This is an optimization exercise on Yosys and OpenROAD, whose aim is small area, not a production implementation. Function was checked by simulation only, so behaviour that the tests miss may differ from the original. The flow treats the clock pin as an ideal source, which a real chip does not have.

// my_fifo
module my_fifo #(
                   parameter DATA_W           = 128      ,         
                   parameter DEPTH            = 10      ,         
                   parameter UPP_TH           = 4      ,         
                   parameter LOW_TH           = 2                
                )
                (
                   input                   clk         ,         
                   input                   rstn        ,         
                   input                   i_wren      ,         
                   input  [DATA_W - 1 : 0] i_wrdata    ,         
                   output                  o_alm_full  ,         
                   output                  o_full      ,         
                   input                   i_rden      ,         
                   output [DATA_W - 1 : 0] o_rddata    ,         
                   output                  o_alm_empty ,         
                   output                  o_empty               
                );
Size in the first run: about 2,900 cells after synthesis, roughly 1,300 flip-flops, roughly 260 I/O pins, ~0.041 mm2 of cells after synthesis.
==> module my_fifo, before the edit <==
module my_fifo #(
                   parameter DATA_W           = 128      ,         
                   parameter DEPTH            = 10      ,         
                   parameter UPP_TH           = 4      ,         
                   parameter LOW_TH           = 2                
                )
                (
                   input                   clk         ,         
                   input                   rstn        ,         
                   input                   i_wren      ,         
                   input  [DATA_W - 1 : 0] i_wrdata    ,         
                   output                  o_alm_full  ,         
                   output                  o_full      ,         
                   input                   i_rden      ,         
                   output [DATA_W - 1 : 0] o_rddata    ,         
                   output                  o_alm_empty ,         
                   output                  o_empty               
                );
localparam CW = $clog2(DEPTH + 1);                
logic [CW - 1 : 0] dcount_rg ;                    
logic [DEPTH - 1 : 0] pol_rg ;                    
wire full_s  = (dcount_rg == DEPTH);
wire empty_s = (dcount_rg == 0);
wire wren_s  = i_wren & ~full_s;
wire rden_s  = i_rden & ~empty_s;
wire [CW - 1 : 0] wrpos_s = rden_s ? dcount_rg - 1'b1 : dcount_rg;
logic [DEPTH - 1 : 0] ld_s;                       
logic [DEPTH - 1 : 0] sh_s;                       
logic [DEPTH - 1 : 0] hd_s;                       
always_comb begin
   for (int i = 0; i < DEPTH; i++) begin
      ld_s[i] = wren_s & (wrpos_s == i);
      sh_s[i] = (i < DEPTH - 1) ? rden_s & ~ld_s[i] : 1'b0;
      hd_s[i] = ~(ld_s[i] | sh_s[i]);
   end
end
always @ (posedge clk) begin
   if (!rstn) begin
      dcount_rg <= 0;
   end
   else begin
      if (wren_s && !rden_s)      dcount_rg <= dcount_rg + 1'b1;
      else if (!wren_s && rden_s) dcount_rg <= dcount_rg - 1'b1;
   end
end
always @ (posedge clk)
   for (int i = 0; i < DEPTH; i++)
      pol_rg[i] <= ld_s[i] | (sh_s[i] ? ~pol_rg[(i < DEPTH - 1) ? i + 1 : i] : ~pol_rg[i]);
genvar g, b;
generate
   for (g = 0; g < DEPTH; g++) begin : g_word
      logic [DATA_W - 1 : 0] data_rg;
      logic [DATA_W - 1 : 0] next_s;
      always @ (posedge clk)
         data_rg <= next_s;
   end
   for (g = 0; g < DEPTH - 1; g++) begin : g_mid
      for (b = 0; b < DATA_W; b++) begin : g_bit
         my_fifo_aoi222 u_next (.a({g_word[g].data_rg[b], g_word[g + 1].data_rg[b], i_wrdata[b]}),
                                .s({hd_s[g], sh_s[g], ld_s[g]}), .y(g_word[g].next_s[b]));
      end
   end
endgenerate
my_fifo_oai22 #(.W(DATA_W)) u_last (.a(i_wrdata), .an(~ld_s[DEPTH - 1]), .b(g_word[DEPTH - 1].data_rg),
                                    .bn(ld_s[DEPTH - 1]), .y(g_word[DEPTH - 1].next_s));
assign o_full      = full_s;
assign o_empty     = empty_s;
assign o_alm_full  = (dcount_rg > UPP_TH);
assign o_alm_empty = (dcount_rg < LOW_TH);
my_fifo_xor #(.W(DATA_W)) u_out (.a(g_word[0].data_rg), .s(pol_rg[0]), .y(o_rddata));
endmodule
==> flow/config.mk <==
export PLATFORM = sky130hd
export DESIGN_NAME = my_fifo
export DESIGN_NICKNAME = my_fifo
export VERILOG_FILES = /design/flow/design.v
export SDC_FILE = /design/flow/constraint.sdc
export NUM_CORES = 4
export LEC_CHECK = 0
export CAP_MARGIN = 20
export CORE_MARGIN = 2
export CORE_UTILIZATION = 40
export SLEW_MARGIN = 20
export SYNTH_HIERARCHICAL = 1
==> flow/constraint.sdc <==
create_clock -name core_clock -period 5.0 [get_ports {clk}]
set_input_delay 1.0000 -clock core_clock [delete_from_list [all_inputs] [get_ports {clk}]]
set_output_delay 1.0000 -clock core_clock [all_outputs]
set_load 0.01 [all_outputs]
standard.sh (not shown) runs the stock make flow with config.mk's settings and CLKGATE_MAP_FILE= SYNTH_SCRIPT=/design/flow/synth_recipe.tcl, a recipe that flattens the netlist after the stock synthesis.
==> flow/flow/run.sh <==
#!/bin/bash
# The standard layout (standard.sh) with three changes:
#  - each port is buffered by the smallest buffer (buf_1) instead of the cell buffer_ports picks;
#  - clock tree synthesis builds the tree from buf_12 cells, clusters of at most 26 sinks
#    within 100 um, and no dummy loads;
#  - after clock tree synthesis, flow/downsize.tcl gives each upsized non-clock cell the smallest
#    drive strength that keeps slew, capacitance and timing within margins (area recovery).
# ORFS writes each step's full log under orfs/logs/; make's own output goes to standard.log.
set -euo pipefail
export BUFFER_PORTS_ARGS="-buffer_cell sky130_fd_sc_hd__buf_1"
export CTS_ARGS="-sink_clustering_enable -repair_clock_nets -dont_use_dummy_load -buf_list sky130_fd_sc_hd__buf_12 -sink_clustering_size 26 -sink_clustering_max_diameter 100"
export POST_CTS_TCL="$PWD/flow/downsize.tcl"
bash standard.sh > standard.log 2>&1
Other scripts of this flow, unchanged in this note and not shown: flow/flow/downsize.tcl
Then changed:
--- a/flow/design.v
+++ b/flow/design.v
@@ -22,15 +22,17 @@
 wire full_s  = (dcount_rg == DEPTH);
 wire empty_s = (dcount_rg == 0);
 wire wren_s  = i_wren & ~full_s;
 wire rden_s  = i_rden & ~empty_s;
-wire [CW - 1 : 0] wrpos_s = rden_s ? dcount_rg - 1'b1 : dcount_rg;
+logic [DEPTH : 0] cnt_is_s;                       
+always_comb
+   for (int j = 0; j <= DEPTH; j++) cnt_is_s[j] = (dcount_rg == j);
 logic [DEPTH - 1 : 0] ld_s;                       
 logic [DEPTH - 1 : 0] sh_s;                       
 logic [DEPTH - 1 : 0] hd_s;                       
 always_comb begin
    for (int i = 0; i < DEPTH; i++) begin
-      ld_s[i] = wren_s & (wrpos_s == i);
+      ld_s[i] = wren_s & (rden_s ? cnt_is_s[i + 1] : cnt_is_s[i]);
       sh_s[i] = (i < DEPTH - 1) ? rden_s & ~ld_s[i] : 1'b0;
       hd_s[i] = ~(ld_s[i] | sh_s[i]);
    end
 end
After rerunning: Routed wire length went up by 1.8%. Synthesized area stays flat. Register-to-register slack gains 0.07 ns. Utilization went up by 0.28 points. Global-route usage went up by 0.49 points. Final cell count is about the same. Clock-buffer cell count stays the same. Final area went down by 0.36%. First-iteration DRC count went down by 2.2%. Fmax went up by 1.6%. Critical path depth went up by 1. Synthesized cell count hardly moves. Non-clock buffer count went down by 8.

-- what the ideal ports hide --
No port has a modelled driver above. Below, the same layouts with a new extraction and two added sets of constraints. Step 1: set_driving_cell puts a clkbuf_16 on clk and a buf_2 on each other input, an assumption about the parent block. Step 2 times the ports against the registers' clock, not the clock port: input delays grow and output delays shrink by t, the midpoint of the rising clock arrivals with the driver on. Three values: ideal, step 1, step 2; two values: the first two.
| run | shift t [ns] | setup WS [ns] | hold WS [ns] | worst setup path at the end |
|---|---|---|---|---|
| the first run | 0.663 | 0.490 / 0.490 / 0.490 | 0.395 / 0.395 / 0.395 | register to register |
| the second run | 0.662 | 0.563 / 0.563 / 0.073 | 0.425 / 0.425 / 0.425 | input to register |
After both steps every run listed still meets setup and hold. The setup slack of the second run, which loses most, moves by 0.000 ns with the drivers and by -0.490 ns with both steps.
